What follows belongs to an exercise in optimizing a design on an open flow for small area and a short achievable clock period; a production flow would make more cautious choices.
At most, simulation tests tie the RTL to the original design; equivalence was not proved.
Power figures rest on the tool's default switching activity, not on a simulated workload.

// alu_top
module alu_top (
    input clk,
    input [16-1:0] a,
    input [16-1:0] b,
    input [3:0] sel,
    output reg [16-1:0] y,
    output reg carry
);
Settings: LEC_CHECK=0, ABC_AREA=1, CAP_MARGIN=20, CORE_MARGIN=2, CORE_UTILIZATION=62, SLEW_MARGIN=20, SYNTH_HIERARCHICAL=1; clock period 27.0 ns.
standard.sh (not shown) runs the stock make flow with config.mk's settings and CLKGATE_MAP_FILE= SYNTH_SCRIPT=/design/flow/synth_recipe.tcl, a recipe that flattens the netlist after the stock synthesis.
==> flow/flow/run.sh <==
#!/bin/bash
# Standard ORFS layout (standard.sh: unchanged synthesis, steps and SDC) with
# a larger setup slack margin for the repair steps.  At the design's 27 ns
# period every path already has slack, so without a margin the repair steps
# do nothing; with MARGIN ns they shorten every path longer than 27 - MARGIN.
set -euo pipefail
MARGIN=16.5
bash standard.sh SETUP_SLACK_MARGIN=$MARGIN  finish > standard.log 2>&1
The baseline completed without violations.
Next try:
CORE_UTILIZATION = 55   (was 62)
=> Cell count is higher by 1.6%; synthesized cell count does not change; via count is lower by 1.8%; design area stays flat; hold slack gets better by 0.016 ns.

--- another note on this design; it stands on its own ---

==> job 7175: inputs <==
// alu_top
module alu_top (
    input clk,
    input [16-1:0] a,
    input [16-1:0] b,
    input [3:0] sel,
    output reg [16-1:0] y,
    output reg carry
);
clock: 27.0 ns
lec_check: 0
abc_area: 1
cap_margin: 20
core_margin: 2
core_utilization: 55
slew_margin: 20
standard.sh (not shown) runs the stock make flow with config.mk's settings and CLKGATE_MAP_FILE= SYNTH_SCRIPT=/design/flow/synth_recipe.tcl, a recipe that flattens the netlist after the stock synthesis.
==> flow/flow/run.sh <==
#!/bin/bash
# Standard ORFS layout (standard.sh: unchanged synthesis, steps and SDC) with
# a larger setup slack margin for the repair steps.  At the design's 27 ns
# period every path already has slack, so without a margin the repair steps
# do nothing; with MARGIN ns they shorten every path longer than 27 - MARGIN.
set -euo pipefail
MARGIN=15.5
bash standard.sh SETUP_SLACK_MARGIN=$MARGIN  finish > standard.log 2>&1
==> job 2040 (differences from job 7175) <==
--- a/flow/flow/run.sh
+++ b/flow/flow/run.sh
@@ -4,5 +4,5 @@
 # period every path already has slack, so without a margin the repair steps
 # do nothing; with MARGIN ns they shorten every path longer than 27 - MARGIN.
 set -euo pipefail
-MARGIN=15.5
+MARGIN=16.5
 bash standard.sh SETUP_SLACK_MARGIN=$MARGIN  finish > standard.log 2>&1
==> notes <==
- Clock skew is about the same in job 2040 and job 7175.
- Core utilization: job 2040 is higher than job 7175 (8.4 points).
- In job 2040 the register-to-register slack is better than in job 7175, by 0.22 ns.
- Hold slack: job 2040 is higher than job 7175 (0.0043 ns).
- In synthesized cell count, job 2040 and job 7175 do not differ.
- Clock power is about the same in job 2040 and job 7175.
- Sequential cell count is the same in job 7175 and job 2040.
- Of job 7175 and job 2040, job 7175 has the higher sequential share of layout area (gap 1.2 points).
- In die area, job 7175 and job 2040 do not differ.
==> figures <==
quantity                                                                        job 2040                 job 7175
Count of buffers added by post-CTS timing repair for setup                            44                        1
Status                                                           complete, no violations  complete, no violations
Met3 wire length                                                                 5425 um                  4080 um
Slowest cell delay on critical path                                              0.36 ns                  0.38 ns
Sum of routed wire length over all layers                                      55,410 um                49,860 um
Final worst path period need                                                    10.77 ns                 10.98 ns
Multi-input gate share of total cell area                                         65.69%                   66.99%
Post-route total power                                                          927.8 uW                 870.8 uW
Global-route wire length before repair                                         79,000 um                74,920 um
Net switching share of the total power                                            47.73%                   47.21%
Reported leakage power                                                        0.01051 uW              0.009602 uW
Non-filler cells, final                                                            2,919                    2,812
Sequential power share                                                             17.6%                    18.7%
R2R setup slack                                                                 16.23 ns                 16.02 ns
Met1 usage in global routing                                                      47.59%                   45.75%
Total of cells resized after clock tree synthesis                                    169                       25
Met2 Use GR                                                                       57.14%                   54.48%
Detail-routed net length per standard cell                                      18.98 um                 17.73 um
Number of detailed-routing iterations run before antenna repair                        6                        9
Function was not checked in any run of this note: the RTL went through the layout flow alone.

[static timing again, ports no longer ideal]
In the flow no input, the clock included, has a driving cell. The finished layouts below were timed again as built, in two steps.
Step 1 assumes that a clkbuf_16 drives the clock port and a buf_2 every other input.
Step 2 moves the port delays by t, midway between the first and last clock arrival at a register: inputs arrive t later, outputs are due t later. That takes back most of the time a late clock gives input paths.
Slacks: ideal / step 1 / step 2; pairs: ideal / step 1.
run | t (ns) | setup slack, ns | worst register clock-pin slew, ns
the first run of note 1 | 0.405 | 17.381 / 17.381 / 17.219 | 0.07 / 0.07
the second run of note 1 | 0.434 | 17.408 / 17.408 / 17.230 | 0.08 / 0.08
job 7175 | 0.403 | 16.016 / 16.016 / 16.016 | 0.09 / 0.09
job 2040 | 0.409 | 16.234 / 16.234 / 16.234 | 0.09 / 0.09
After both steps setup and hold are still met in every run listed. The setup slack of the second run of note 1, which loses most, moves by 0.000 ns with the drivers and by -0.178 ns with both steps.
